What follows belongs to an exercise in optimizing a design on an open flow for small area, a short achievable clock period and few clock cycles per item; a production flow would make more cautious choices.
In this exercise RTL edits were held to simulation tests only and were not proved equivalent to the original.
Power and IR drop assume default switching activity.

==> trial 27: inputs <==
==> flow/design.v <==
module BCDConvert(
    input           clk,
    input           rst,
    input           en,
    input   [11:0]  bin_d_in,
    output  [15:0]  bcd_d_out,
    output          rdy
    );
    wire [11:0] b = bin_d_in;
    reg         rdy_q;
    reg  [13:0] q;
    wire w1 = ((~b[11] & b[9]) | (b[11] & b[10] & ~b[9]));
    wire w2 = ((b[10] & (~b[11] | b[9])));
    wire w3 = ((b[11] & ~b[10] & ~b[9]));
    wire w4 = ((b[11] & (b[10] | b[9])));
    wire w5 = ((~w3 & ~w2 & b[8]) | (w2 & w1 & ~b[8]) | (w3 & ~b[8]));
    wire w6 = ((w1 & (~w2 | b[8])) | (w3 & ~b[8]));
    wire w7 = ((w2 & ~w1 & ~b[8]) | (w3 & b[8]));
    wire w8 = (w3 | (w2 & (w1 | b[8])));
    wire w9 = ((~w7 & ~w6 & b[7]) | (w6 & w5 & ~b[7]) | (w7 & ~b[7]));
    wire w10 = ((w5 & (~w6 | b[7])) | (w7 & ~b[7]));
    wire w11 = ((w6 & ~w5 & ~b[7]) | (w7 & b[7]));
    wire w12 = (w7 | (w6 & (w5 | b[7])));
    wire w13 = ((~w11 & ~w10 & b[6]) | (w10 & w9 & ~b[6]) | (w11 & ~b[6]));
    wire w14 = ((w9 & (~w10 | b[6])) | (w11 & ~b[6]));
    wire w15 = ((w10 & ~w9 & ~b[6]) | (w11 & b[6]));
    wire w16 = (w11 | (w10 & (w9 | b[6])));
    wire w17 = ((~w4 & w12) | (w4 & w8 & ~w12));
    wire w18 = ((w8 & (~w4 | w12)));
    wire w19 = ((w4 & ~w8 & ~w12));
    wire w20 = ((w4 & (w8 | w12)));
    wire w21 = ((~w15 & ~w14 & b[5]) | (w14 & w13 & ~b[5]) | (w15 & ~b[5]));
    wire w22 = ((w13 & (~w14 | b[5])) | (w15 & ~b[5]));
    wire w23 = ((w14 & ~w13 & ~b[5]) | (w15 & b[5]));
    wire w24 = (w15 | (w14 & (w13 | b[5])));
    wire w25 = ((~w19 & ~w18 & w16) | (w18 & w17 & ~w16) | (w19 & ~w16));
    wire w26 = ((w17 & (~w18 | w16)) | (w19 & ~w16));
    wire w27 = ((w18 & ~w17 & ~w16) | (w19 & w16));
    wire w28 = (w19 | (w18 & (w17 | w16)));
    wire w29 = ((~q[3] & ~q[2] & q[0]) | (q[2] & q[1] & ~q[0]) | (q[3] & ~q[0]));
    wire w30 = ((q[1] & (~q[2] | q[0])) | (q[3] & ~q[0]));
    wire w31 = ((q[2] & ~q[1] & ~q[0]) | (q[3] & q[0]));
    wire w32 = (q[3] | (q[2] & (q[1] | q[0])));
    wire w33 = ((~q[7] & ~q[6] & q[4]) | (q[6] & q[5] & ~q[4]) | (q[7] & ~q[4]));
    wire w34 = ((q[5] & (~q[6] | q[4])) | (q[7] & ~q[4]));
    wire w35 = ((q[6] & ~q[5] & ~q[4]) | (q[7] & q[4]));
    wire w36 = (q[7] | (q[6] & (q[5] | q[4])));
    wire w37 = ((~w31 & ~w30 & q[13]) | (w30 & w29 & ~q[13]) | (w31 & ~q[13]));
    wire w38 = ((w29 & (~w30 | q[13])) | (w31 & ~q[13]));
    wire w39 = ((w30 & ~w29 & ~q[13]) | (w31 & q[13]));
    wire w40 = (w31 | (w30 & (w29 | q[13])));
    wire w41 = ((~w35 & ~w34 & w32) | (w34 & w33 & ~w32) | (w35 & ~w32));
    wire w42 = ((w33 & (~w34 | w32)) | (w35 & ~w32));
    wire w43 = ((w34 & ~w33 & ~w32) | (w35 & w32));
    wire w44 = (w35 | (w34 & (w33 | w32)));
    wire w45 = ((~q[9] & w36) | (q[9] & q[8] & ~w36));
    wire w46 = ((q[8] & (~q[9] | w36)));
    wire w47 = ((q[9] & ~q[8] & ~w36));
    wire w48 = ((q[9] & (q[8] | w36)));
    wire w49 = ((~w39 & ~w38 & q[12]) | (w38 & w37 & ~q[12]) | (w39 & ~q[12]));
    wire w50 = ((w37 & (~w38 | q[12])) | (w39 & ~q[12]));
    wire w51 = ((w38 & ~w37 & ~q[12]) | (w39 & q[12]));
    wire w52 = (w39 | (w38 & (w37 | q[12])));
    wire w53 = ((~w43 & ~w42 & w40) | (w42 & w41 & ~w40) | (w43 & ~w40));
    wire w54 = ((w41 & (~w42 | w40)) | (w43 & ~w40));
    wire w55 = ((w42 & ~w41 & ~w40) | (w43 & w40));
    wire w56 = (w43 | (w42 & (w41 | w40)));
    wire w57 = ((~w47 & ~w46 & w44) | (w46 & w45 & ~w44) | (w47 & ~w44));
    wire w58 = ((w45 & (~w46 | w44)) | (w47 & ~w44));
    wire w59 = ((w46 & ~w45 & ~w44) | (w47 & w44));
    wire w60 = (w47 | (w46 & (w45 | w44)));
    wire w61 = ((~w51 & ~w50 & q[11]) | (w50 & w49 & ~q[11]) | (w51 & ~q[11]));
    wire w62 = ((w49 & (~w50 | q[11])) | (w51 & ~q[11]));
    wire w63 = ((w50 & ~w49 & ~q[11]) | (w51 & q[11]));
    wire w64 = (w51 | (w50 & (w49 | q[11])));
    wire w65 = ((~w55 & ~w54 & w52) | (w54 & w53 & ~w52) | (w55 & ~w52));
    wire w66 = ((w53 & (~w54 | w52)) | (w55 & ~w52));
    wire w67 = ((w54 & ~w53 & ~w52) | (w55 & w52));
    wire w68 = (w55 | (w54 & (w53 | w52)));
    wire w69 = ((~w59 & ~w58 & w56) | (w58 & w57 & ~w56) | (w59 & ~w56));
    wire w70 = ((w57 & (~w58 | w56)) | (w59 & ~w56));
    wire w71 = ((w58 & ~w57 & ~w56) | (w59 & w56));
    wire w72 = (w59 | (w58 & (w57 | w56)));
    always @(posedge clk) begin
        q[0] <= b[4];
        q[1] <= w21;
        q[2] <= w22;
        q[3] <= w23;
        q[4] <= w24;
        q[5] <= w25;
        q[6] <= w26;
        q[7] <= w27;
        q[8] <= w28;
        q[9] <= w20;
        q[10] <= b[0];
        q[11] <= b[1];
        q[12] <= b[2];
        q[13] <= b[3];
        rdy_q <= en & ~rst;
    end
    assign bcd_d_out = {1'b0, w48, w60, w72, w71, w70, w69, w68, w67, w66, w65, w64, w63, w62, w61, q[10]};
    assign rdy = rdy_q;
endmodule
==> flow/flow/run.sh <==
#!/bin/bash
# Standard synthesis and layout; the only change is that the port buffers
# are the platform's smallest buffer (buf_1) instead of the default choice.
set -euo pipefail
bash standard.sh synth > synth.log 2>&1
bash standard.sh "BUFFER_PORTS_ARGS=-buffer_cell sky130_fd_sc_hd__buf_1" finish > layout.log 2>&1
==> flow/standard.sh <==
#!/bin/bash
# synth_recipe.tcl (not shown) runs the flow's synth.tcl, then flattens the netlist and writes it again
# the make line also repeats each setting of config.mk as NAME=value (left out here)
make -C /OpenROAD-flow-scripts/flow DESIGN_CONFIG=/design/flow/config.mk WORK_HOME=/design/flow/orfs CLKGATE_MAP_FILE= SYNTH_SCRIPT=/design/flow/synth_recipe.tcl "${@:-finish}"
==> flow/config.mk <==
export PLATFORM = sky130hd
export DESIGN_NAME = BCDConvert
export DESIGN_NICKNAME = BCDConvert
export VERILOG_FILES = /design/flow/design.v
export SDC_FILE = /design/flow/constraint.sdc
export NUM_CORES = 4
export LEC_CHECK = 0
export ABC_AREA = 1
export CAP_MARGIN = 20
export CORE_MARGIN = 2
export CORE_UTILIZATION = 40
export CTS_BUF_LIST = sky130_fd_sc_hd__clkbuf_4
export CTS_CLUSTER_SIZE = 30
export SLEW_MARGIN = 20
==> flow/constraint.sdc <==
create_clock -name core_clock -period 5.0 [get_ports {clk}]
set_input_delay 1.0000 -clock core_clock [delete_from_list [all_inputs] [get_ports {clk}]]
set_output_delay 1.0000 -clock core_clock [all_outputs]
set_load 0.01 [all_outputs]
==> trial 76 (differences from trial 27) <==
==> flow/design.v, changed modules only <==
module BCDConvert(
    input           clk,
    input           rst,
    input           en,
    input   [11:0]  bin_d_in,
    output  [15:0]  bcd_d_out,
    output          rdy
    );
    reg [11:0] bin_q;
    reg        rdy_q;
    always @(posedge clk) begin
        bin_q <= bin_d_in;
        if (rst) rdy_q <= 1'b0;
        else     rdy_q <= en;
    end
    reg [27:0] s;
    integer i;
    always @(*) begin
        s = {16'b0, bin_q};
        for (i = 0; i < 12; i = i + 1) begin
            if (s[15:12] > 4) s[15:12] = s[15:12] + 3;
            if (s[19:16] > 4) s[19:16] = s[19:16] + 3;
            if (s[23:20] > 4) s[23:20] = s[23:20] + 3;
            if (s[27:24] > 4) s[27:24] = s[27:24] + 3;
            s = s << 1;
        end
    end
    assign bcd_d_out = s[27:12];
    assign rdy       = rdy_q;
endmodule
==> flow/run.sh (new file) <==
#!/bin/bash
# synth_recipe.tcl (not shown) runs the flow's synth.tcl, then flattens the netlist and writes it again
# the make line also repeats each setting of config.mk as NAME=value (left out here)
make -C /OpenROAD-flow-scripts/flow DESIGN_CONFIG=/design/flow/config.mk WORK_HOME=/design/flow/orfs CLKGATE_MAP_FILE= SYNTH_SCRIPT=/design/flow/synth_recipe.tcl finish
==> flow/config.mk (replaced) <==
export PLATFORM = sky130hd
export DESIGN_NAME = BCDConvert
export DESIGN_NICKNAME = BCDConvert
export VERILOG_FILES = /design/flow/design.v
export SDC_FILE = /design/flow/constraint.sdc
export NUM_CORES = 4
export LEC_CHECK = 0
export CAP_MARGIN = 20
export CORE_MARGIN = 2
export CORE_UTILIZATION = 40
export SLEW_MARGIN = 20
removed: flow/flow/run.sh
removed: flow/standard.sh
==> key figures <==
Timing
  – Worst hold slack: 811 ps
  – Final period utilization: 59.3%

Logic synthesis
  – Synth cell count leaders: nand2_1, nand3_1, inv_1, buf_4
  – Simple-gate share of the synthesized area: 48.7%
  – Main combinational cell family by area after synthesis: simple AND/OR/NAND/NOR gates

Cells and area
  – Most common cell after layout, fill and taps aside: nand2_1
  – Inverters: 48
  – Signal buffers: 30
  – Largest Register: q

Outcome
  – Status: timing/DRC/antenna clean

GRT
  – Grt met2 use: 24.0%

Power
  – Net Sw Power: 287 uW

Die
  – Die width: 66.7 um

Placement
  – Post-DP Area: 1630 sq um
Source of the figures above: trial 27

==> key figures <==
Cells and area
  – Most common cell after layout, fill and taps aside: buf_4
  – Inverters: 17
  – Signal buffers: 201

Logic synthesis
  – Main combinational cell family by area after synthesis: compound AO/OA/AOI/OAI gates
  – Synth cell count leaders: nor2_1, o21ai_0, nand2_1, a21oi_1, inv_1
  – Simple-gate share of the synthesized area: 23.9%

Outcome
  – Status: complete, but fails checks
  – SO Viols: negative setup slack

Placement
  – Post-DP Area: 4240 sq um

Timing
  – Final setup fails: 13
  – Worst hold slack: 1180 ps
  – Crit path setup slack, layout: -2080 ps

GRT
  – Grt met2 use: 42.2%

Power
  – Net Sw Power: 1.42 mW
Source of the figures above: trial 76

Testbench counts of trial 27, summed over its fixed seeds: cycles 3,200, items 1,600.
Testbench counts of trial 76, summed over its fixed seeds: cycles 3,200, items 1,600.

[separate check: timing with driven ports]
The results above use ideal ports. As a check the final layouts listed here were re-extracted and re-timed, cells and wires unchanged. Step 1 sets driving cells, clkbuf_16 on the clock port and buf_2 on the other inputs (assumed; they add their load-dependent delay and slew). Step 2 moves the port delays by t, midway between the first and last clock arrival at a register: inputs arrive t later, outputs are due t later. That takes back most of the time a late clock gives input paths. Slacks: no drivers / after step 1 / after step 2; pairs: no drivers / after step 1.
run	t, ns	setup slack, ns	worst setup path after step 2	latest minus earliest clock arrival (ns)	cell pins on the clock port's net
trial 27	0.289	2.034 / 2.014 / 2.303	register to output	0.007 / 0.007	1
trial 76	0.278	-2.085 / -2.115 / -1.837	register to output	0.003 / 0.003	1
